This is an optimization exercise on Yosys and OpenROAD, whose aim is small area, not a production implementation. Function was not checked in any run shown here: the RTL went through the layout flow alone. Power and IR drop assume default switching activity.

--- flow/run.sh ---
#!/bin/bash
# synth_recipe.tcl (not shown) runs the flow's synth.tcl, then flattens the netlist and writes it again
# the make line also repeats each setting of config.mk as NAME=value (left out here)
make -C /OpenROAD-flow-scripts/flow DESIGN_CONFIG=/design/flow/config.mk WORK_HOME=/design/flow/orfs CLKGATE_MAP_FILE= SYNTH_SCRIPT=/design/flow/synth_recipe.tcl finish
--- flow/config.mk ---
export PLATFORM = sky130hd
export DESIGN_NAME = Segway
export DESIGN_NICKNAME = Segway
export VERILOG_FILES = /design/flow/design.v
export SDC_FILE = /design/flow/constraint.sdc
export NUM_CORES = 4
export LEC_CHECK = 0
export CAP_MARGIN = 20
export CORE_MARGIN = 2
export CORE_UTILIZATION = 40
export PLACE_DENSITY = 0.6
export SLEW_MARGIN = 20
--- flow/constraint.sdc ---
create_clock -name core_clock -period 16.0 [get_ports {clk}]
set_input_delay 3.2000 -clock core_clock [delete_from_list [all_inputs] [get_ports {clk}]]
set_output_delay 3.2000 -clock core_clock [all_outputs]
set_load 0.01 [all_outputs]
--- flow/design.v ---
module UART_rcv(clk,rst_n,RX,rdy,rx_data,clr_rdy);
input clk,rst_n;			 
input RX;					 
input clr_rdy;			 
output rdy;				 
output [7:0] rx_data;		 
typedef enum reg {IDLE, RX_STATE} state_t;
state_t state, nxt_state;
reg [8:0] shift_reg;		 
reg [3:0] bit_cnt;			 
reg [11:0] baud_cnt;			 
reg rdy;					 
reg rx_ff1, rx_ff2;			 
logic start, set_rdy, receiving;		 
wire shift;
always_ff @(posedge clk or negedge rst_n)
  if (!rst_n)
    state <= IDLE;
  else
    state <= nxt_state;
always_ff @(posedge clk or negedge rst_n)
  if (!rst_n)
    bit_cnt <= 4'b0000;
  else if (start)
    bit_cnt <= 4'b0000;
  else if (shift)
    bit_cnt <= bit_cnt+1;
always_ff @(posedge clk or negedge rst_n)
  if (!rst_n)
    baud_cnt <= 1302;			 
  else if (start)
    baud_cnt <= 1302;			 
  else if (shift)
    baud_cnt <= 2604;			 
  else if (receiving)
    baud_cnt <= baud_cnt-1;		 
always_ff @(posedge clk)
  if (shift)
    shift_reg <= {rx_ff2,shift_reg[8:1]};    
always @(posedge clk or negedge rst_n)
  if (!rst_n)
    rdy <= 1'b0;
  else if (start || clr_rdy)
    rdy <= 1'b0;			 
  else if (set_rdy)
    rdy <= 1'b1;
always_ff @(posedge clk or negedge rst_n)
  if (!rst_n)
    begin
      rx_ff1 <= 1'b1;			 
      rx_ff2 <= 1'b1;
    end
  else
    begin
      rx_ff1 <= RX;
      rx_ff2 <= rx_ff1;
    end
always_comb
  begin
    start         = 0;
    set_rdy    = 0;
    receiving     = 0;
    nxt_state     = IDLE;	 
    case (state)
      IDLE : begin
        if (!rx_ff2)		 
          begin
            nxt_state = RX_STATE;
            start = 1;
          end
        else nxt_state = IDLE;
      end
      default : begin		 
        if (bit_cnt==4'b1010)
          begin
            set_rdy = 1;
            nxt_state = IDLE;
          end
        else
          nxt_state = RX_STATE;
        receiving = 1;
      end
    endcase
  end
assign shift = ~|baud_cnt; 						 
assign rx_data = shift_reg[7:0];				 
endmodule
module Auth_blk (clk,rst_n,RX,rider_off,pwr_up);
  input rider_off;
  input RX;
  input clk;
  input rst_n;
  output logic pwr_up;
  logic [7:0] rx_data;
  logic rx_rdy;
  logic clr_rx_rdy;
	UART_rcv receiver(.clk(clk), .rst_n(rst_n), .RX(RX), .rdy(rx_rdy), .rx_data(rx_data), .clr_rdy(clr_rx_rdy));
typedef enum reg [1:0] {OFF, PWR1, PWR2} state_t;
  state_t state, nxt_state;
always_ff @(posedge clk, negedge rst_n) 
  if (!rst_n)    
    state <= OFF;
  else    
    state <= nxt_state;
always_comb  begin 
  pwr_up = 0;
  clr_rx_rdy = 0;
  nxt_state = OFF; 
  case(state)
    OFF: if (rx_data == 8'h67 && rx_rdy) begin 
	   clr_rx_rdy = 1; 
           nxt_state = PWR1;
         end 
    PWR1: begin 
 	pwr_up = 1;
	if (rider_off) begin
            clr_rx_rdy = 1; 
            nxt_state = OFF;
        end
        else if (!rider_off && rx_data == 8'h73 && rx_rdy) begin  
          clr_rx_rdy = 1; 
          nxt_state = PWR2;
        end
	else nxt_state = PWR1;
        end         
  PWR2: begin 
 	pwr_up = 1;
	if (!rider_off && rx_data == 8'h67 && rx_rdy) begin
            clr_rx_rdy = 1; 
            nxt_state = PWR1;
        end 
        else if (rider_off) begin 
                clr_rx_rdy = 1; 
                nxt_state = OFF;
        end
	else nxt_state = PWR2;         
        end 
 default : begin        
  nxt_state = OFF;
 end 
 endcase
end
endmodule 
module SPI_mstr16(rst_n,clk,SS_n,SCLK,MOSI,MISO,cmd,done,rd_data,wrt);
input clk, rst_n, wrt, MISO;
input [15:0] cmd;
output logic done, SS_n, MOSI;
output SCLK;
output [15:0] rd_data;
logic [4:0] sclk_div; 
logic smpl, MISO_smpl, shft; 
logic [15:0] shft_reg;
logic rst_cnt; 
logic set_done, clr_done; 
logic [4:0]count; 
logic add;  
logic init;  
typedef enum logic[1:0]{IDLE, FRONT, SHIFT, BACK} state_t; 
state_t state, nxt_state;
always_ff@(posedge clk)
if(rst_cnt)
  sclk_div <= 5'b10111; 
else
  sclk_div <= sclk_div + 1'b1; 
assign SCLK = sclk_div[4]; 
always_ff@(posedge clk)
  if(smpl) 
    MISO_smpl <= MISO;
always_ff@(posedge clk)
  if(wrt)
    shft_reg <= cmd; 
  else if(shft)
    shft_reg <= {shft_reg[14:0], MISO_smpl}; 
assign MOSI = shft_reg[15]; 
assign rd_data = shft_reg;
always_ff@(posedge clk, negedge rst_n)
  if(!rst_n)
    state <= IDLE;
  else
    state <= nxt_state;
always_comb begin
  nxt_state = IDLE;
  rst_cnt = 0;
  smpl = 0;
  shft = 0;
  add = 0;
  init = 0;
  set_done = 0;
  clr_done = 0;
  case(state)
    IDLE: 
      begin
	rst_cnt = 1;
	if(wrt) begin 
	  nxt_state = FRONT;
	  clr_done = 1;  
	end
      end
    FRONT:  
      begin
	if(sclk_div == 5'b11111)begin
	  nxt_state = SHIFT;
	  init = 1; 
        end
        else
          nxt_state = FRONT;
      end
    SHIFT: 
      begin
        if(count == 16)
          nxt_state = BACK;
        else if(sclk_div == 5'b11111)begin 
	  nxt_state = SHIFT;
	  shft = 1; 
   	end
	else if(sclk_div == 5'b01111)begin 
	  nxt_state = SHIFT;
	  add = 1;
	  smpl = 1;  
 	end
        else
          nxt_state = SHIFT;
      end
    BACK: 
      begin
	if(sclk_div == 5'b11111)begin
	  nxt_state = IDLE;
	  shft = 1; 
	  set_done = 1;
	end
	else
	  nxt_state = BACK;
      end
    default:
	nxt_state = IDLE;
  endcase
end
always_ff@(posedge clk, negedge rst_n)
  if(!rst_n)
    count <= 1'b0;
  else if(init)
    count <= 1'b0; 
  else if(add)
    count <= count + 1; 
always_ff@(posedge clk, negedge rst_n)
  if(!rst_n)begin
    SS_n <= 1'b1; 
    done <= 1'b0; 
  end
  else if(set_done)
    begin
    SS_n <= 1'b1;
    done <= 1'b1;
  end
  else if(clr_done)
    begin
    SS_n <= 1'b0;
    done <= 1'b0;
  end
endmodule
module inertial_integrator(clk,rst_n,vld,ptch_rt,AZ,ptch);
  input clk,rst_n,vld;
  input logic signed [15:0] ptch_rt, AZ;
  output logic signed [15:0] ptch;
  logic signed [26:0] ptch_int;
  logic signed [15:0] ptch_rt_comp;
  logic signed [15:0] AZ_comp;
  logic signed [25:0] ptch_acc_product;
  logic signed [15:0] ptch_acc;
  logic signed [26:0] fusion_ptch_offset;
  localparam signed PTCH_RT_OFFSET = 16'h03C2;
  localparam signed AZ_OFFSET = 16'hFE80; 
  assign AZ_comp = AZ - AZ_OFFSET;
  assign ptch = ptch_int[26:11];
  assign ptch_rt_comp = ptch_rt - PTCH_RT_OFFSET;
  assign ptch_acc_product = AZ_comp*$signed(327);
  assign ptch_acc = {{3{ptch_acc_product[25]}},ptch_acc_product[25:13]};
  assign fusion_ptch_offset = (ptch_acc > ptch) ? 512: -512;  
  always_ff @(posedge clk, negedge rst_n) begin
    if(!rst_n) 
      ptch_int <= 27'h0000000;
    else if(vld)
      ptch_int <= ptch_int - {{11{ptch_rt_comp[15]}},ptch_rt_comp} + fusion_ptch_offset;
  end
endmodule 
module inert_intf(clk,rst_n,vld,ptch,SS_n,SCLK,MOSI,MISO,INT);
  input clk,rst_n;
  input MISO,INT;
  output logic vld;
  output SS_n,SCLK,MOSI;
  output [15:0] ptch;
  logic [7:0] hold_pitchL;
  logic [7:0] hold_pitchH;
  logic [7:0] hold_AZL;
  logic [7:0] hold_AZH;
  logic INT_ff1;
  logic INT_ff2;
  logic [15:0] timer;  
  logic [15:0] cmd;  
  logic wrt;
  logic done;
  logic [7:0] rd_data; 
  logic [15:0] AZ;
  logic [15:0] ptch_rt;
  logic clr_tmr;  
  logic rd_ptchL;
  logic rd_ptchH;
  logic rd_AZL;
  logic rd_AZH;
  typedef enum logic [3:0] {INIT1,INIT2,INIT3,INIT4,WAIT,READ1,READ2,READ3,READ4} state_t;
  state_t state, nextState;
  always_ff @(posedge clk) begin
    INT_ff1 <= INT;
    INT_ff2 <= INT_ff1;
  end
  always_ff @(posedge clk,negedge rst_n) begin
    if(!rst_n) begin
      hold_pitchL <= 8'h00;
      hold_pitchH <= 8'h00;
      hold_AZL <= 8'h00;
      hold_AZH <= 8'h00;
    end
    else if(rd_ptchL) hold_pitchL <= rd_data;
    else if(rd_ptchH) hold_pitchH <= rd_data;
    else if(rd_AZL) hold_AZL <= rd_data;
    else if(rd_AZH) hold_AZH <= rd_data;
  end
  always_ff @(posedge clk, negedge rst_n) begin
    if(!rst_n)
      timer <= 16'h0000;
    else if(clr_tmr)
      timer <= 16'h0000;
    else
      timer <= timer + 1;
  end
  always_ff @(posedge clk, negedge rst_n) begin
    if(!rst_n)
      state <= INIT1;
    else
      state <= nextState;
  end
  always_comb begin
    wrt = 0;
    cmd = 16'h0000;
    vld = 0;
    rd_ptchL = 0;
    rd_ptchH = 0;
    rd_AZL = 0;
    rd_AZH = 0;
    clr_tmr = 0;
	 nextState = INIT1;
    case (state)
      INIT1: begin
        cmd = 16'h0D02;
	if(&timer) begin
	  nextState = INIT2;
	  clr_tmr = 1;
	  wrt = 1;
	end
      end
      INIT2: begin
	cmd = 16'h1053;
	if(&timer[9:0]) begin 
          nextState = INIT3;
	  clr_tmr = 1;
	  wrt = 1;
	end
	else nextState = INIT2;
      end
      INIT3: begin
	cmd = 16'h1150;
	if(&timer[9:0]) begin
	  nextState = INIT4;
	  clr_tmr = 1;
	  wrt = 1;
	end
	else nextState = INIT3;
      end
      INIT4: begin
	cmd = 16'h1460;
	if(&timer[9:0]) begin
	  nextState = WAIT;
	  clr_tmr = 1;
	  wrt = 1;
	end
	else nextState = INIT4;
      end
      WAIT: begin
	if(INT_ff2) begin
	  nextState = READ1;
	  cmd = 16'hA200;
	  wrt = 1;
	end
	else
	  nextState = WAIT;
      end
      READ1: begin
	if(done) begin
	  rd_ptchL = 1;
	  cmd = 16'hA300;
	  wrt = 1;
	  nextState = READ2;
	end
	else nextState = READ1;
      end
      READ2: begin
	if(done) begin
	  cmd = 16'hAC00;
	  wrt = 1;
	  rd_ptchH = 1;
	  nextState = READ3;
	end
	else nextState = READ2;
      end
      READ3: begin
	if(done) begin
	  wrt = 1;
 	  cmd = 16'hAD00;
	  rd_AZL = 1;
	  nextState = READ4;
	end
	else nextState = READ3;
      end
      READ4: begin
	if(done) begin
	  rd_AZH = 1;
	  nextState = WAIT;
	  vld = 1;
	end
	else nextState = READ4;
      end
      default: nextState = INIT1;
    endcase
  end
  assign ptch_rt = {hold_pitchH,hold_pitchL};
  assign AZ = {hold_AZH,hold_AZL};
  SPI_mstr16 SPI_DUT(.clk(clk),.rst_n(rst_n),.SS_n(SS_n),.SCLK(SCLK),.MOSI(MOSI),.MISO(MISO),.wrt(wrt),.cmd(cmd),.done(done),.rd_data(rd_data));
  inertial_integrator integrator_DUT(.clk(clk),.rst_n(rst_n),.vld(vld),.ptch_rt(ptch_rt),.AZ(AZ),.ptch(ptch));  
endmodule
module balance_cntrl(clk,rst_n,vld,ptch,ld_cell_diff,lft_spd,lft_rev,
                     rght_spd,rght_rev,rider_off, en_steer,pwr_up,too_fast);
  input clk,rst_n;
  input vld;						 
  input signed [15:0] ptch;			 
  input signed [11:0] ld_cell_diff;	 
  input rider_off;					 
  input en_steer;
  input pwr_up;
  output too_fast;
  output [10:0] lft_spd;			 
  output lft_rev;					 
  output [10:0] rght_spd;			 
  output rght_rev;					 
  parameter fast_sim = 0;
  logic signed [14:0] ptch_P_term;
  logic signed [17:0] integrator;
  logic signed [12:0] ptch_D_term;
  logic signed [15:0] lft_torque;
  logic signed [15:0] rght_torque;
  logic signed [9:0] ptch_err_sat;
  logic signed [17:0] ptch_err_sat_SE;
  logic signed [17:0] sum_intgtr_ptcherr;
  logic signed [9:0] prev_ptch_err;
  logic signed [9:0] tempI;
  logic signed [9:0] ptch_D_diff;
  logic signed [6:0] ptch_D_diff_SE;
  logic signed [15:0] PID_cntrl;
  logic unsigned [15:0] lft_torque_abs;
  logic unsigned [15:0] rght_torque_abs;
  logic signed [15:0] leftSum;
  logic signed [15:0] rightSum; 
  logic compareLeft;
  logic compareRight;
  logic signed [15:0] lft_shaped;
  logic unsigned [15:0] lft_shaped_abs;
  logic signed [15:0] rght_shaped;
  logic unsigned [15:0] rght_shaped_abs;
  logic ov;
  localparam P_COEFF = 5'h0E;
  localparam D_COEFF = 6'h14;				 
  localparam LOW_TORQUE_BAND = 8'h46;	 
  localparam GAIN_MULTIPLIER = 6'h0F;	 
  localparam MIN_DUTY = 15'h03D4;		 
  always_comb begin
    ptch_err_sat = ptch[15] ? (&ptch[15:9] ? ptch[9:0] : 10'b1000000000) : (|ptch[15:9] ? 10'b0111111111 : ptch[9:0]);
    ptch_P_term = ptch_err_sat * ($signed(P_COEFF));
    ptch_err_sat_SE = {{8{ptch_err_sat[9]}},ptch_err_sat};
    sum_intgtr_ptcherr = ptch_err_sat_SE + integrator;
    ov = ((ptch_err_sat_SE[17] == integrator[17]) && (ptch_err_sat_SE[17] !== sum_intgtr_ptcherr[17]));
  end
  always_ff @(posedge clk, negedge rst_n) begin
    if(!rst_n)
      integrator <= 18'h00000;
    else begin
      if(rider_off)
        integrator <= 18'h00000;
			else if(!pwr_up)
				integrator <= 18'h00000;
      else begin
        if(vld && !ov)
   	  integrator <= sum_intgtr_ptcherr;
	else
	  integrator <= integrator;
      end
    end
  end
  always_ff @(posedge clk, negedge rst_n) begin
    if(!rst_n) begin
      tempI <= 10'h000; 
      prev_ptch_err <= 10'h000;
    end
    else begin
      if(vld) begin
        tempI <= ptch_err_sat;
	prev_ptch_err <= tempI;
      end
    end
  end
  assign ptch_D_diff = ptch_err_sat - prev_ptch_err;
  assign ptch_D_diff_SE = (ptch_D_diff[9] && ~&ptch_D_diff[8:6]) ? 7'h40 : (~ptch_D_diff[9] && |ptch_D_diff[8:6]) ? 7'h3F : ptch_D_diff[6:0];
  assign ptch_D_term = ($signed(D_COEFF)) * ptch_D_diff_SE;
  assign PID_cntrl = (fast_sim) ? {ptch_P_term[14],ptch_P_term} + integrator[17:2] + {{3{ptch_D_term[12]}},ptch_D_term} : {{1{ptch_P_term[14]}},ptch_P_term[14:0]} + {{3{ptch_D_term[12]}},ptch_D_term[12:0]} + {{4{integrator[17]}},integrator[17:6]};
  assign lft_torque = en_steer ? (PID_cntrl - {{7{ld_cell_diff[11]}}, ld_cell_diff[11:3]}) : PID_cntrl;
  assign rght_torque = en_steer ? (PID_cntrl + {{7{ld_cell_diff[11]}}, ld_cell_diff[11:3]}) : PID_cntrl;
  assign leftSum = lft_torque[15] ? lft_torque -($signed(MIN_DUTY)) : lft_torque + ($signed(MIN_DUTY));
  assign rightSum = rght_torque[15] ? rght_torque - ($signed(MIN_DUTY)) : rght_torque + ($signed(MIN_DUTY));
  assign lft_torque_abs = lft_torque[15] ? ~lft_torque + 1 : lft_torque;
  assign rght_torque_abs = rght_torque[15] ? -rght_torque : rght_torque;
  assign compareLeft = (lft_torque_abs >= LOW_TORQUE_BAND);
  assign compareRight = (rght_torque_abs >= LOW_TORQUE_BAND);
  assign lft_shaped = compareLeft ? leftSum : lft_torque * ($signed(GAIN_MULTIPLIER));
  assign lft_shaped_abs = lft_shaped[15] ? -lft_shaped : lft_shaped;
  assign lft_spd = (pwr_up) ? ((|lft_shaped_abs[15:11]) ? 11'h7FF : lft_shaped_abs[10:0]) : 11'h000;
  assign lft_rev = lft_shaped[15];
  assign rght_shaped = compareRight ? rightSum : rght_torque * ($signed(GAIN_MULTIPLIER));
  assign rght_shaped_abs = rght_shaped[15] ? -rght_shaped : rght_shaped;
  assign rght_spd = (pwr_up) ? ((|rght_shaped_abs[15:11]) ? 11'h7FF : rght_shaped_abs[10:0]) : 11'h000;
  assign rght_rev = rght_shaped[15];
  assign too_fast = (lft_spd > 1536 || rght_spd > 1536);
endmodule 
module steer_en(clk,rst_n,en_steer,rider_off,lft_ld,rght_ld,ld_cell_diff);
  input clk;				 
	input rst_n;				 
	input [11:0] lft_ld;
	input [11:0] rght_ld;
	output logic en_steer;	 
	output logic rider_off;	 
	output [11:0] ld_cell_diff;  
	localparam MIN_RIDER_WEIGHT	 = 12'h200;
	logic sum_gt_min; 
	logic diff_gt_15_16;  
	logic diff_gt_1_4;  
  logic clr_tmr;		 
	logic tmr_full; 
	logic [26:0] timer;
	parameter fast_sim = 0;  
	typedef enum logic [1:0] {IDLE, WAIT, STEER} state_t;
		state_t state, nextState;
	always_ff @(posedge clk, negedge rst_n) begin
		if(!rst_n)
			timer <= 26'h0000000;
		else if(clr_tmr)
			timer <= 26'h0000000;
		else
			timer <= timer + 1;
	end
	always_ff @(posedge clk, negedge rst_n) begin
		if(!rst_n)
			state <= IDLE;
		else
			state <= nextState;
	end
	assign sum_gt_min = ((lft_ld + rght_ld) >= MIN_RIDER_WEIGHT);
	assign diff_gt_15_16 = (lft_ld - rght_ld < 0) ? -(lft_ld-rght_ld) > 15*(lft_ld+ rght_ld)/16 : (lft_ld-rght_ld) > 15*(lft_ld+ rght_ld)/16;
	assign diff_gt_1_4 = (lft_ld - rght_ld < 0) ? -(lft_ld - rght_ld) < (lft_ld + rght_ld)/4 : (lft_ld - rght_ld) < (lft_ld + rght_ld)/4;
	assign tmr_full = (fast_sim)? &timer[14:0]: &timer;
	assign ld_cell_diff = lft_ld - rght_ld;
	always_comb begin
		clr_tmr = 0;
		en_steer = 0;
		rider_off = 0;
		nextState = IDLE;
		unique case(state)
			IDLE: 
				if(sum_gt_min) begin
					nextState = WAIT;
					clr_tmr = 1;
					end
			WAIT: begin 
				if(!sum_gt_min) begin
					nextState = IDLE;
					rider_off = 1;
				end
				else if(diff_gt_1_4) begin
					nextState = WAIT;
					clr_tmr = 1;
				end
				else if(tmr_full)
						nextState = STEER;
				else
						nextState = WAIT;
			end
			STEER: begin
				en_steer = 1;
				if(!sum_gt_min) begin
					nextState = IDLE;
					rider_off = 1;
				end
				else if(diff_gt_15_16) begin
					clr_tmr = 1;
					nextState = WAIT;
				end
				else
					nextState = STEER;
			end
			default:
				nextState = IDLE;
		endcase
	end
endmodule
module PWM11(PWM_sig, duty, clk, rst_n);
input clk, rst_n;
input [10:0] duty;
output reg PWM_sig;
reg[10:0] count;
wire set, reset;
reg Q;
always@(posedge clk or negedge rst_n) begin
	if(!rst_n)
		count <= 11'h000;
	else 
		count <= count + 1'b1;
end
always@(posedge clk) begin
	if(reset)
		Q <= 1'b0;
	else if(set)
		Q <= 1'b1;
end
always@(posedge clk or negedge rst_n) begin
	if(!rst_n)
		PWM_sig <= 10'h000;
	else
		PWM_sig <= Q;
end
assign set = (count < duty);
assign reset = (count >= duty);
endmodule
module mtr_drv(input clk,rst_n,lft_rev,rght_rev, input [10:0] lft_spd, input [10:0] rght_spd, output logic PWM_rev_lft,PWM_frwrd_lft,PWM_rev_rght,PWM_frwrd_rght);
  logic PWM_sig_left;  
  logic PWM_sig_right;
    PWM11 pwm_left(.clk(clk), .rst_n(rst_n), .duty(lft_spd), .PWM_sig(PWM_sig_left));
    PWM11 pwm_right(.clk(clk), .rst_n(rst_n) ,.duty(rght_spd), .PWM_sig(PWM_sig_right));
  assign PWM_rev_lft = (lft_rev & PWM_sig_left);
  assign PWM_rev_rght = (rght_rev & PWM_sig_right);
  assign PWM_frwrd_lft = (~lft_rev & PWM_sig_left);
  assign PWM_frwrd_rght = (~rght_rev & PWM_sig_right);
endmodule
module A2D_intf(clk, rst_n, nxt, lft_ld, rght_ld, batt, SS_n, SCLK, MOSI, MISO);
input clk, rst_n, nxt;
input MISO;
output logic [11:0] lft_ld, rght_ld, batt;
output logic SS_n, SCLK, MOSI;
logic wrt, done;
logic [15:0] cmd, rd_data;
logic [1:0] counter;
logic update;
typedef enum logic [1:0]{IDLE, TELL, READ}state_t;
state_t state, nxt_state;
SPI_mstr16 spi(.rst_n(rst_n),.clk(clk),.SS_n(SS_n),.SCLK(SCLK),.MOSI(MOSI),.MISO(MISO),.cmd(cmd),.done(done),.rd_data(rd_data),.wrt(wrt));
always_ff@(posedge clk, negedge rst_n)
	if(!rst_n)
		state <= IDLE;
	else
		state <= nxt_state; 
always_comb begin
	wrt = 0;
	update = 0;
	nxt_state = IDLE;
	case(state)
	IDLE: begin
		if(nxt)begin
			wrt = 1;
			nxt_state = TELL;
		end
	end
	TELL: begin
		if(done)begin
			wrt = 1;
			nxt_state = READ;
		end
		else
			nxt_state = TELL;
	end
	READ: begin
		if(done)begin
			update = 1;
			nxt_state = IDLE;
		end
		else
			nxt_state = READ;
	end
	default:
		nxt_state = IDLE;
	endcase
end
always_ff@(posedge clk, negedge rst_n)
	if(!rst_n)begin
		lft_ld <= 0;
		rght_ld <= 0;
		batt <= 0;
	end
	else if((counter == 2'b00) && update)
		lft_ld <= rd_data[11:0];
	else if((counter == 2'b01) && update)
		rght_ld <= rd_data[11:0];
	else if((counter == 2'b10) && update)
		batt <= rd_data[11:0];
assign cmd = (counter == 2'b00)? 0 : (counter == 2'b01)? 16'h2000 : 16'h2800;
always_ff@(posedge clk, negedge rst_n)
	if(!rst_n)
		counter <= 1'b0;
	else if(update)begin
		counter <= counter + 1;
		if(counter == 2)
			counter <= 1'b0;
        end
endmodule
module reset_synch(RST_n, clk, rst_n);
input RST_n, clk;
output reg rst_n;
reg int_rst;
always @(negedge clk or negedge RST_n) begin
	if(!RST_n)
		int_rst <= 1'b0;
	else
		int_rst <= 1'b1;
end
always @(negedge clk or negedge RST_n) begin
	if(!RST_n)
		rst_n <= 1'b0;
	else
		rst_n <= int_rst;
end
endmodule
module Segway(clk,RST_n,INERT_SS_n,INERT_MOSI,
              INERT_SCLK,INERT_MISO,A2D_SS_n,A2D_MOSI,A2D_SCLK,
			  A2D_MISO,PWM_rev_rght,PWM_frwrd_rght,PWM_rev_lft,
			  PWM_frwrd_lft,INT,RX);
  input clk,RST_n;
  input INERT_MISO;						 
  input A2D_MISO;						 
  input INT;							 
  input RX;								 
  output A2D_SS_n, INERT_SS_n;			 
  output A2D_MOSI, INERT_MOSI;			 
  output A2D_SCLK, INERT_SCLK;			 
  output PWM_rev_rght, PWM_frwrd_rght;   
  output PWM_rev_lft, PWM_frwrd_lft;	 
  localparam fast_sim = 1;	 
  wire rst_n;                            
  wire [11:0] lft_ld;
  wire [11:0] rght_ld;
  wire moving;
  wire ovr_spd;
  wire batt_low;
  wire [10:0] lft_spd;
  wire [10:0] rght_spd;
  wire lft_rev;
  wire rght_rev;
  wire rider_off;
  wire pwr_up;
  wire vld;
  wire [15:0] ptch;
  wire [11:0] ld_cell_diff;
  wire en_steer;
  wire [11:0] batt;
  Auth_blk auth (.RX(RX), .rider_off(rider_off), .pwr_up(pwr_up), .clk(clk), .rst_n(rst_n));
  inert_intf inert(.clk(clk), .rst_n(rst_n), .vld(vld), .ptch(ptch), .SS_n(INERT_SS_n), .SCLK(INERT_SCLK), .MOSI(INERT_MOSI), .MISO(INERT_MISO), .INT(INT));
  balance_cntrl #(fast_sim) blctrl (.clk(clk), .rst_n(rst_n), .ptch(ptch), .ld_cell_diff(ld_cell_diff), .lft_spd(lft_spd), .rght_spd(rght_spd), 
 	.lft_rev(lft_rev), .rght_rev(rght_rev), .rider_off(rider_off), .en_steer(en_steer), .pwr_up(pwr_up), .too_fast(ovr_spd), .vld(vld));
  steer_en #(fast_sim) steer (.clk(clk), .rst_n(rst_n), .en_steer(en_steer), .rider_off(rider_off), .lft_ld(lft_ld), .rght_ld(rght_ld), .ld_cell_diff(ld_cell_diff));
  mtr_drv mtr(.clk(clk), .rst_n(rst_n), .lft_spd(lft_spd), .lft_rev(lft_rev), .PWM_rev_rght(PWM_rev_rght), .PWM_rev_lft(PWM_rev_lft), .PWM_frwrd_lft(PWM_frwrd_lft), .PWM_frwrd_rght(PWM_frwrd_rght), .rght_spd(rght_spd), .rght_rev(rght_rev));
  A2D_intf A2D(.clk(clk), .rst_n(rst_n), .nxt(vld), .lft_ld(lft_ld), .rght_ld(rght_ld), .batt(batt), .SS_n(A2D_SS_n), .SCLK(A2D_SCLK), .MOSI(A2D_MOSI), .MISO(A2D_MISO));
  reset_synch iRST(.clk(clk),.RST_n(RST_n),.rst_n(rst_n));
endmodule
==> impl_summary.log, run 1 <==
[metrics] outcome: complete, no violations
[metrics] total power per unit cell area: ~47 nW/um^2
[metrics] share of synthesized area occupied by flip-flops and latches: between 20% and 30%
[metrics] total wire length: 68100 um
[metrics] CTS clk-pin slew, worst paths: 0.05 ns
[metrics] number of nets in the finished design: approximately 4200
[metrics] Worst Skew: 0.0360 ns
[metrics] switching fraction of total power: between 20% and 30%
[metrics] final hold vios: 0
[metrics] residual DRC count: 0
[metrics] fmax: 0.0657 GHz
[metrics] ANT cells: 0
[metrics] post-layout instance area: 34700 um^2
[metrics] All-Layer GR Usage: 16.8%
[metrics] count of cell types in the netlist: ~110
[metrics] multi-input logic area: 22700 um^2
[metrics] number of buffers on the longest clock path: 3
[metrics] fraction of layout instances using a drive strength above 1: 7.48%
[metrics] largest register by flop count: inert.integrator_DUT.ptch_int
[metrics] Syn Inst Count: around 3600
[metrics] mux share of post-synthesis cell area: 3.08%
[metrics] crit-path max cell delay: 0.55 ns
[metrics] compound-gate portion of the synthesized area: 15.4%
[metrics] floorplan die width: 286 um
[metrics] chip height: roughly 290 um
[metrics] Via density: a little over 5
[metrics] FP Rows: 103
[metrics] transition time at the pin with the least slew margin: 1.11 ns
[metrics] count of buffers from port buffering: 15
[metrics] fraction of power consumed by combinational cells: roughly 3.6%
[metrics] cell-internal power: 1.25 mW
[metrics] Setup crit start kind: flop
[metrics] path type of the worst min-delay path: flop to flop
[metrics] post-synthesis async set-or-reset flop share: between 80% and 90%
[metrics] CP max stage cell: clkdlybuf4s50_1
[metrics] post-route core utilization: 44.1%
[metrics] Period Utilization, post-route: 95.1%
[metrics] global-route wire length before repair: 117000 um
[metrics] First DRT Iteration DRCs: approximately 1200
[metrics] clock period minus worst slack: 15.22 ns
[metrics] static leakage: between 15 and 20 nW
[metrics] net switching power figure: about 0.38 mW
[metrics] root buffer cell: clkbuf_16
[metrics] flip-flop cell with the highest count after synthesis: dfrtp_1
[metrics] Relative slew margins: 26.0%
[metrics] number of pins exceeding their max-slew limit in the final report: 0
[metrics] Post-Synthesis Cell Area: 31700 um^2
[metrics] total CTS buffers: 34
[metrics] number of setup violations in the final report: 0
[metrics] I/O pin count: 16
[metrics] clock latency at the later pin of the worst-skew pair: 0.56 ns
[metrics] cell area after placement: 33200 um^2
[metrics] post-synthesis sequential element count: 285
[metrics] overall via count from detail_route: 24300
[metrics] via count of the first global-routing pass: 23900
[metrics] final RePlAce weighted congestion: 0.862
[metrics] arrival time reported for the critical path endpoint: 12.02 ns
[metrics] initial antenna violation count: 0
[metrics] peak fanout along the critical path: 9
[metrics] Largest register FFs: 27
[metrics] most frequent cell on the critical path: inv_1
[metrics] routed len/inst: 14.5 um
[metrics] Worst VDD drop: approximately 0.000065 V
[metrics] number of standard cells in the final layout excluding fillers: 4701
[metrics] crit path kind: flop to primary output
[metrics] xor/xnor cell area share of the yosys netlist: under 10%
[metrics] Power Total: 1.63 mW
[metrics] Area growth syn-to-layout: 9.51%
[metrics] register share of total power: 47.5%
[metrics] kind of capture point of the worst setup path: primary output
[metrics] Detail Placement HPWL: 53300 um
[metrics] Synth Area in Simple Gates: 15.6%
[metrics] TritonCTS clock tree: yes
[metrics] worst endpoint required time: 12.80 ns
[metrics] Syn Area/Cell: approximately 9 um^2
[metrics] # clock sinks: ~290
[metrics] Setup TNS Final: 0 ns
[metrics] post-synthesis share of cell area spent on full adders, half adders and majority gates: 27.8%
[metrics] largest registers: inert.integrator_DUT.ptch_int x27, blctrl.integrator x18
[metrics] Core Region: 78700 um^2
[metrics] fraction of power consumed by the clock network: 48.9%
[metrics] pin count of the biggest net entering global routing: 159
[metrics] EDFF count, synth: 43
[metrics] placed cell count: 4635
[metrics] first-pass detailed-route iteration total: 5
[metrics] number of antenna-violating nets in the routed design: 0
[metrics] combinational family with the most area after synthesis: adder cells
[metrics] H-tree Lvls: 2
[metrics] yosys synthesis warning count: 11
[metrics] area taken by flip-flops and latches: between 7000 and 8000 um^2
[metrics] overflow left after global routing: 0
[metrics] filler instances: 7751
[metrics] area of the die: 81500 um^2
[metrics] initial cell density of the core: around two fifths
[metrics] number of max-cap violations: 0
[metrics] syn nets: 4221
worst max-delay path: cells and delay by family (launching register included):
kind / cells / cell delay, ns
AO/OA/AOI/OAI: 16 / 3.15
AND/OR/NAND/NOR: 8 / 1.46
adder cells (fa/ha/maj): 10 / 3.89
buffers and inverters: 9 / 1.30
multiplexers: 1 / 0.36
XOR/XNOR: 4 / 0.85
flip-flops: 1 / 0.45
per-stage QoR:
| stage | hold WS [ns] | worst slack, ns |
|---|---|---|
| 2_1_floorplan | 0.292 | 1.11 |
| 3_3_place_gp | 0.296 | 0.226 |
| 3_5_place_dp | 0.299 | -0.0304 |
| 4_1_cts | 0.299 | 0.0403 |
| 5_1_grt | 0.300 | -0.0723 |
| 6_report | 0.296 | 0.776 |
power groups by stage:
stage	logic (mW)	clock network (mW)	registers, mW
6_report	0.0582	0.795	0.772
3_5_place_dp	0.0601	0	0.785
3_3_place_gp	0.0587	0	0.785
4_1_cts	0.0599	0.824	0.772
2_1_floorplan	0.0401	0	0.789
5_1_grt	0.0696	0.850	0.775
cell usage after synthesis, drive strengths merged (30+ instances only):
library cell / count / area [um^2]
inv: 480 / 1800
ha: 451 / 5640
nor2: 289 / 1080
nand2: 237 / 890
o21ai: 218 / 1100
dfrtp: 217 / 5430
xnor2: 196 / 1750
a21oi: 176 / 881
fa: 158 / 3160
xor2: 96 / 867
nand3: 89 / 470
nor3: 80 / 405
a21o: 62 / 465
clkbuf: 61 / 229
mux2: 53 / 597
and3: 50 / 318
nor2b: 46 / 288
edfxtp: 43 / 1290
and2: 42 / 265
o21a: 40 / 300
mux2i: 38 / 380
nand2b: 37 / 231
o21bai: 33 / 248
nand4: 32 / 206
a211oi: 30 / 230
layout by cell type (no fill, tap or decap), types with 49 or more instances in the layout:
cell type | synthesis | layout
inv_1 | 476 | 473
ha_1 | 451 | 445
nor2_1 | 289 | 281
nand2_1 | 237 | 234
dfrtp_1 | 217 | 217
xnor2_1 | 193 | 192
o21ai_0 | 188 | 182
a21oi_1 | 176 | 168
fa_1 | 158 | 158
xor2_1 | 94 | 91
nand3_1 | 87 | 85
nor3_1 | 79 | 75
a21o_1 | 62 | 60
mux2_2 | 53 | 53
and3_1 | 49 | 49
area by class of cell:
cell class | instances | area share, %
multi-input cells | 2762 | 65.2
flip-flops and latches | 285 | 21.0
inverters | 481 | 5.22
well taps | 1050 | 3.78
clock buffers | 47 | 2.74
repair buffers | 64 | 1.53
clock inverters | 12 | 0.501
final timing paths:
kind,start,cells after the start,endpoint,slack (ns)
worst max-delay path,inert.integrator_DUT.ptch_int[21]$_DFFE_PN0P_,48,PWM_rev_rght,0.78
worst min-delay path,iRST.int_rst$_DFF_NN0_,0,iRST.rst_n$_DFF_NN0_,0.30
worst max register to register,inert.integrator_DUT.ptch_int[21]$_DFFE_PN0P_,67,mtr.pwm_right.Q$_SDFFE_PP0N_,2.15
worst min register to register,iRST.int_rst$_DFF_NN0_,0,iRST.rst_n$_DFF_NN0_,0.30
max in group asynchronous,RST_n,1,iRST.rst_n$_DFF_NN0_,5.14
min in group asynchronous,iRST.rst_n$_DFF_NN0_,1,inert.SPI_DUT.count[1]$_DFFE_PN0P_,8.49
per-layer routing:
metal | global-route usage (%) | wire length, um | part of all wire (%)
met2 | 28.1 | 31400 | 46
met5 | 0 | 0 | 0
met3 | 1.91 | 1920 | 2.8
met1 | 23.6 | 33700 | 49
met4 | 3.38 | 1090 | 1.6
logic make-up (layout without fill, tap and decap cells):
group           count (synthesis)  in the layout
compound gates                758            758
xor+xnor                      295            295
buf+inv                       559            604
mux                            91             91
other cells                     1              1
flops                         285            285
fa+ha+maj                     609            609
simple gates                 1008           1008
timing repair:
item	CTS	global route
resized for setup	16	56
setup endpoints to repair	4	5
cloned	0	0
hold buffers	0	0
pin swaps	1	10
setup buffers	1	6
==> run 2, diff against run 1 <==
--- a/flow/config.mk
+++ b/flow/config.mk
@@ -5,6 +5,7 @@
 export SDC_FILE = /design/flow/constraint.sdc
 export NUM_CORES = 4
 export LEC_CHECK = 0
+export ABC_AREA = 1
 export CAP_MARGIN = 20
 export CORE_MARGIN = 2
 export CORE_UTILIZATION = 40
==> impl_summary.log, run 2 <==
[metrics] outcome: complete, no violations
[metrics] total CTS buffers: 35
[metrics] number of setup violations in the final report: 0
[metrics] pin count of the biggest net entering global routing: approximately 160
[metrics] fraction of layout instances using a drive strength above 1: just under 5%
[metrics] Detail Placement HPWL: 52100 um
[metrics] H-tree Lvls: 2
[metrics] via count of the first global-routing pass: between 20000 and 25000
[metrics] peak fanout along the critical path: 8
[metrics] area taken by flip-flops and latches: 7290 um^2
[metrics] fraction of power consumed by the clock network: 49.3%
[metrics] number of max-cap violations: 0
[metrics] Post-Synthesis Cell Area: 31100 um^2
[metrics] FP Rows: 102
[metrics] global-route wire length before repair: 113000 um
[metrics] floorplan die width: 283 um
[metrics] syn nets: 4613
[metrics] commonest cells after routing, fill and taps aside: inv_1 (807), nand2_1 (698), ha_1 (451)
[metrics] multi-input logic area: 20500 um^2
[metrics] yosys synthesis warning count: 11
[metrics] cell-internal power: around 1.2 mW
[metrics] area of the die: 80000 um^2
[metrics] worst endpoint required time: 12.80 ns
[metrics] number of pins exceeding their max-slew limit in the final report: 0
[metrics] fraction of power consumed by combinational cells: roughly 4.2%
[metrics] TritonCTS clock tree: yes
[metrics] filler instances: 7766
[metrics] largest register by flop count: inert.integrator_DUT.ptch_int
[metrics] Worst Skew: 0.0249 ns
[metrics] ANT cells: 0
[metrics] # clock sinks: 285
[metrics] chip height: 283 um
[metrics] EDFF count, synth: between 40 and 50
[metrics] fmax: 0.0673 GHz
[metrics] Period Utilization, post-route: 92.8%
[metrics] kind of capture point of the worst setup path: primary output
[metrics] register share of total power: 46.5%
[metrics] share of synthesized area occupied by flip-flops and latches: between 20% and 30%
[metrics] arrival time reported for the critical path endpoint: 11.65 ns
[metrics] share of Yosys cell area claimed by the top area cell type: a little under a fifth
[metrics] Core Region: just under 80000 um^2
[metrics] RSZ-0062 raised after global routing: false
[metrics] Worst VDD drop: 0.0000667 V
[metrics] First DRT Iteration DRCs: a little over 1000
[metrics] number of nets in the finished design: 4644
[metrics] path type of the worst min-delay path: flop to flop
[metrics] first-pass detailed-route iteration total: 5
[metrics] Syn Inst Count: 3998
[metrics] Syn Area/Cell: 7.78 um^2
[metrics] final hold vios: 0
[metrics] number of buffers on the longest clock path: 3
[metrics] switching fraction of total power: 24.8%
[metrics] total wire length: ~65000 um
[metrics] Largest register FFs: 27
[metrics] Setup crit start kind: flop
[metrics] number of antenna-violating nets in the routed design: 0
[metrics] final RePlAce weighted congestion: just over 0.9
[metrics] crit-path max cell delay: 0.54 ns
[metrics] count of cell types in the netlist: 67
[metrics] total power per unit cell area: 49.1 nW/um^2
[metrics] routed len/inst: about 13 um
[metrics] root buffer cell: clkbuf_16
[metrics] Area growth syn-to-layout: 8.69%
[metrics] overall via count from detail_route: 24400
[metrics] most numerous cell in the Yosys netlist: inv_1
[metrics] post-synthesis async set-or-reset flop share: about four fifths
[metrics] crit path kind: flop to primary output
[metrics] All-Layer GR Usage: between 10% and 20%
[metrics] top cells by count, synth: inv_1 (809), nand2_1 (701), ha_1 (451)
[metrics] most frequent cell on the critical path: inv_1
[metrics] count of buffers from port buffering: 15
[metrics] clock latency at the later pin of the worst-skew pair: 0.57 ns
[metrics] flip-flop cell with the highest count after synthesis: dfrtp_1
[metrics] post-synthesis sequential element count: 285
[metrics] transition time at the pin with the least slew margin: 1.03 ns
[metrics] worst slack after detailed placement: 0.693 ns
[metrics] initial cell density of the core: 40.3%
[metrics] largest registers: inert.integrator_DUT.ptch_int x27, blctrl.integrator x18
[metrics] top cell type by total area after synthesis: ha_1
[metrics] CTS clk-pin slew, worst paths: approximately 0.060 ns
[metrics] I/O pin count: 16
[metrics] residual DRC count: 0
[metrics] static leakage: 18.4 nW
[metrics] overflow left after global routing: 0
[metrics] clock period minus worst slack: 14.85 ns
[metrics] leading cell types by total area after synthesis: ha_1 (18%), dfrtp_1 (17%), fa_1 (10%)
[metrics] net switching power figure: 0.411 mW
[metrics] Setup TNS Final: 0 ns
[metrics] initial antenna violation count: 0
[metrics] most common library cell in the layout ignoring fill and taps: inv_1
[metrics] Relative slew margins: a little under a third
[metrics] cell area after placement: 32400 um^2
[metrics] CP max stage cell: fa_1
[metrics] Via density: 4.78
[metrics] smallest setup slack after layout: 1.15 ns
[metrics] post-layout instance area: between 30000 and 40000 um^2
run 2: changes by cell type in the layout (fill, tap and decap cells not counted), moves of 36 or more:
cell      delta
mux2_2      -53
o21ai_0     +55
nor2b_1     -45
nand3_1     +86
inv_1      +334
a21o_1      -46
o21a_1      -38
nand2_1    +464
and3_1      -44
nand2b_1    -36
a21oi_1     +59
xnor2_1    -124
xor2_1     +108
mux2i_1     -37
run 2: routing by layer:
metal  GRT usage (%)  share of wire [%]  vias to the layer above  routed length [um]
met5               0                  0                        -                   0
met4            3.53                1.7                        0                1080
met3            1.81                2.7                       74                1750
met2            29.9                 48                      234               31300
met1            22.0                 47                    11200               30700
li1                -                  -                    12800                   -
run 2: cell families after synthesis:
| logic type | after synthesis | share of synthesized area [%] |
|---|---|---|
| AND/OR/NAND/NOR | 1321 | 18.3 |
| buffers and inverters | 878 | 10.9 |
| AO/OA/AOI/OAI | 634 | 11.3 |
| adder cells (fa/ha/maj) | 609 | 28.3 |
| flip-flops | 285 | 23.4 |
| XOR/XNOR | 270 | 7.63 |
| other | 1 | 0.0121 |
run 2: worst max-delay path, delay by kind of cell, from the launching register on:
family / cells / cell delay, ns
AOI/OAI and AO/OA: 15 / 2.42
adders and majority gates: 11 / 4.29
and+or+nand+nor: 14 / 1.34
xor gates and xnor gates: 5 / 0.90
buffers and inverters: 15 / 1.74
DFF: 1 / 0.41
run 2: worst paths after layout:
| kind | startpoint | end | slack [ns] | cells after the start |
|---|---|---|---|---|
| worst max-delay path | inert.integrator_DUT.ptch_int[22]$_DFFE_PN0P_ | PWM_rev_lft | 1.15 | 60 |
| min in group asynchronous | iRST.rst_n$_DFF_NN0_ | A2D.spi.count[1]$_DFFE_PN0P_ | 8.50 | 1 |
| max in group asynchronous | RST_n | iRST.rst_n$_DFF_NN0_ | 5.16 | 1 |
| worst min register to register | iRST.int_rst$_DFF_NN0_ | iRST.rst_n$_DFF_NN0_ | 0.30 | 0 |
| worst max register to register | inert.integrator_DUT.ptch_int[22]$_DFFE_PN0P_ | mtr.pwm_right.Q$_SDFFE_PP0N_ | 3.01 | 82 |
| worst min-delay path | iRST.int_rst$_DFF_NN0_ | iRST.rst_n$_DFF_NN0_ | 0.30 | 0 |
run 2: repair_timing:
action	CTS	global route
hold buffers	0	0
setup buffers	0	13
gates resized for setup	0	21
setup endpoints to repair	0	4
run 2: area by class of cell:
class / instances / area share (%)
Clock inverter: 24 / 0.774
Clock buffer: 40 / 2.71
Sequential cell: 285 / 21.6
Inverter: 824 / 9.16
Tap cell: 1040 / 3.85
Multi-Input combinational cell: 2835 / 60.7
Timing Repair Buffer: 48 / 1.24
run 2: per-stage QoR:
stage / hold WS [ns] / utilization (%) / total power [mW] / std cells
after detailed placement: 0.298 / 42.0 / 0.852 / 5018
final: 0.296 / 43.8 / 1.66 / 5096
after global routing: 0.300 / 43.8 / 1.73 / 5096
after floorplan: 0.292 / - / 0.833 / 3998
after global placement: 0.294 / 42.0 / 0.852 / 5018
after CTS: 0.298 / 43.5 / 1.69 / 5082
run 2: power groups by stage:
stage	clock network [mW]	registers, mW	logic, mW
finish	0.817	0.772	0.0690
global placement	0	0.785	0.0670
CTS	0.847	0.771	0.0688
global route	0.875	0.774	0.0812
floorplan	0	0.789	0.0441
detailed placement	0	0.784	0.0681
